Background: an optimization exercise with open tools, aiming at small area, a short achievable clock period and few clock cycles. Do not read the settings as production practice.
Only simulation tests tie the RTL to the original design; equivalence was not proved.
Power and IR drop assume default switching activity.

## red
==> flow/design.v (excerpt) <==
module cpu(Clk, Reset_N, readM1, address1, data1, readM2, writeM2, address2, data2_in, data2_out, num_inst, output_port, is_halted);
export LEC_CHECK = 0
export ABC_AREA = 1
export CAP_MARGIN = 20
export CORE_MARGIN = 2
export CORE_UTILIZATION = 40
export SETUP_SLACK_MARGIN = 5
export SLEW_MARGIN = 20
export SYNTH_MEMORY_MAX_BITS = 16384
create_clock -name core_clock -period 12.0 [get_ports {Clk}]
standard.sh (not shown) runs the stock make flow with config.mk's settings and CLKGATE_MAP_FILE= SYNTH_SCRIPT=/design/flow/synth_recipe.tcl, a recipe that flattens the netlist after the stock synthesis.
==> flow/flow/run.sh <==
#!/bin/bash
# The standard layout, with timing repair aimed at a shorter period than
# the clock constraint (the constraint itself is unchanged).
bash standard.sh SETUP_SLACK_MARGIN=8.3 finish > standard.log 2>&1
In summary, red completed successfully, with a layout that passed the timing, design-rule and antenna checks.
Testbench counts of red, summed over its fixed seeds: cycles 9,944.
## Diff of input files: blue against red
Settings: putting ABC_CLOCK_PERIOD_IN_PS at 3000 where nothing was set; clearing ABC_AREA, which used to be 1.
==> flow/flow/run.sh <==
#!/bin/bash
# The standard layout, with timing repair aimed at a shorter period than
# the clock constraint (the constraint itself is unchanged).
bash standard.sh SETUP_SLACK_MARGIN=9.5 finish > standard.log 2>&1
[summary]
Going from red to blue, the floorplan core area was found to have gone down by about 3.7%.
Of red and blue, red shows the higher combinational power, with blue below it.
Depth of the critical timing path with buffers and inverters included was lower in the run labelled blue.
[diff] hold slack, blue relative to red: regression
Changes observed in blue relative to red: cell area after layout now larger; proportion of power drawn by the clock network climbed 0.4 points; clock period minus final worst setup slack has increased; power now sits lower.
[compare] base=red new=blue: wire length now sits higher, portion of total power attributed to combinational logic decreased by 1.5 points relative to the old numbers.
Against red, first-iteration DRC count in blue fell by more than 10%.
## Diff of input files: green against blue
==> flow/flow/run.sh <==
#!/bin/bash
# The standard layout, with timing repair aimed at a shorter period than
# the clock constraint (the constraint itself is unchanged).
bash standard.sh SETUP_SLACK_MARGIN=7.6 finish > standard.log 2>&1
--- outcome ---
green: done, clean on timing, DRC and antenna. blue: all stages complete, timing, DRC and antenna checks passed. Diff blue -> green: final critical path time including I/O delays and setup saw an increase, number of nets with antenna violations after routing saw little to no change, via count saw a decrease. Diff blue -> green | maximum clock frequency | decrease of about 6.4%. Compared with blue, net switching power in green decreased by more than 10%. green against blue: number of vias per cell after detailed routing went down 0.11, logic depth of the worst path, buffers included went down 2. The final-layout clock-cell area share reported for green is greater than that of blue by 0.77 points. Diff blue -> green: wire length after detailed routing down 13,000 um; worst setup timing slack at the placement stage now sits higher. Of the two values seen for leading cell type in the layout, fill and taps excluded, sky130_fd_sc_hd__dfxtp_1 was produced by green and sky130_fd_sc_hd__buf_6 by blue. On number of pins with negative max-slew slack in the final report, green and blue are basically level.
Inputs modified between green and orange:
Settings: CORE_UTILIZATION: 40 -> 60.
==> flow/flow/run.sh <==
#!/bin/bash
# The standard layout, with timing repair aimed at a shorter period than
# the clock constraint (the constraint itself is unchanged).
bash standard.sh SETUP_SLACK_MARGIN=8.5 finish > standard.log 2>&1
### Flow results
- The lower placed wire-length estimate came out of orange.
- orange vs green, cell with the largest stage delay on the worst path: sky130_fd_sc_hd__mux4_2 vs sky130_fd_sc_hd__o21ai_0
- Taking green as the reference, in orange number of flops mapped to enable cells by yosys did not really move, total power went up.
What purple does differently from orange at the input level:
Settings: removing ABC_CLOCK_PERIOD_IN_PS (formerly 3000); setting ABC_AREA to 1 for the first time; changing CORE_UTILIZATION from 60 to 50.
==> flow/flow/run.sh <==
#!/bin/bash
# The standard layout, with timing repair aimed at a shorter period than
# the clock constraint (the constraint itself is unchanged).
bash standard.sh SETUP_SLACK_MARGIN=7.9 finish > standard.log 2>&1
==> run summary <==
- purple: no failed stages, no open violations at the end
- Overall power after layout | purple above orange
- Per the comparison of purple with orange, data required time at the worst endpoint decreased by 2.95 ns relative to the old numbers, starting density of the core decreased by 10 points relative to the old numbers, number of global-route vias before repair increased by 5.7% relative to the old numbers, sequential power closely matched the old numbers, clock network fraction of design power increased by 0.3 points relative to the old numbers.
- Compared purple vs orange, and combinational power is up in purple.
- Cell count along the critical path, purple and orange: smaller value in purple
- From orange to purple the numbers moved as follows: maximum operating frequency now sits higher, number of antenna violations at the first check in global routing now sits higher.
- On purple: non-clock buffer count is 222 lower than what orange gave.

---

Starting RTL as in the previous note.
export LEC_CHECK = 0
export ABC_AREA = 1
export CAP_MARGIN = 20
export CORE_MARGIN = 2
export CORE_UTILIZATION = 50
export CTS_BUF_LIST = sky130_fd_sc_hd__clkbuf_8
export CTS_CLUSTER_SIZE = 30
export SETUP_SLACK_MARGIN = 5
export SLEW_MARGIN = 20
export SYNTH_MEMORY_MAX_BITS = 16384
create_clock -name core_clock -period 12.0 [get_ports {Clk}]
==> flow/flow/run.sh <==
#!/bin/bash
# The standard layout, with timing repair aimed at a shorter period than
# the clock constraint (the constraint itself is unchanged).
bash standard.sh SETUP_SLACK_MARGIN=7.9 finish > standard.log 2>&1
Testbench counts at the start, summed over its fixed seeds: cycles 9,944.
==> next run, changes <==
--- a/flow/flow/run.sh
+++ b/flow/flow/run.sh
@@ -4 +4 @@
-bash standard.sh SETUP_SLACK_MARGIN=7.9 finish > standard.log 2>&1
+bash standard.sh SETUP_SLACK_MARGIN=8.5 finish > standard.log 2>&1
--- a/flow/config.mk
+++ b/flow/config.mk
@@ -8 +8 @@
-export ABC_AREA = 1
+export ABC_CLOCK_PERIOD_IN_PS = 3000
@@ -11,3 +11 @@
-export CORE_UTILIZATION = 50
-export CTS_BUF_LIST = sky130_fd_sc_hd__clkbuf_8
-export CTS_CLUSTER_SIZE = 30
+export CORE_UTILIZATION = 40
@@ -16,0 +15 @@
+export TNS_END_PERCENT = 10
Outcome: Non-clock buffer count climbs by 152. Die area climbs by 20%. Final cell count drops by 17%. Core utilization drops by 6.5 points. Via count drops by 16%. Hold slack loses 9.6 ps. Worst setup slack loses 64 ps. Power drops by 4.8%. Sequential share of layout area drops by 2.6 points. Sequential cell count is unchanged.

static timing again, ports no longer ideal:
In the flow no input, the clock included, has a driving cell. The finished layouts below were timed again as built, in two steps. Step 1: set_driving_cell puts a clkbuf_16 on Clk and a buf_2 on each other input, an assumption about the parent block. Step 2 also shifts input and output timing later by t, the mid clock arrival at the registers, as if the neighbouring blocks saw the same clock. a / b / c = ideal / step 1 / step 2; a / b = the first two.
run | shift t [ns] | setup slack, ns | worst register clock-pin slew, ns | cell pins on the clock port's net
red | 0.698 | 8.099 / 8.099 / 7.537 | 0.07 / 0.07 | 1
blue | 0.682 | 7.901 / 7.929 / 7.251 | 0.07 / 0.07 | 1
green | 0.680 | 7.620 / 7.634 / 6.980 | 0.07 / 0.07 | 1
orange | 0.686 | 7.759 / 7.759 / 7.277 | 0.07 / 0.07 | 1
purple | 0.680 | 7.966 / 7.900 / 7.402 | 0.07 / 0.07 | 1
the first run of note 2 | 0.752 | 7.916 / 7.899 / 7.283 | 0.07 / 0.07 | 1
the second run of note 2 | 0.677 | 7.852 / 7.852 / 7.421 | 0.07 / 0.07 | 1
After both steps setup and hold are still met in every run listed. For blue, which loses most, drivers alone change the setup slack by +0.028 ns; drivers and shift together by -0.650 ns.
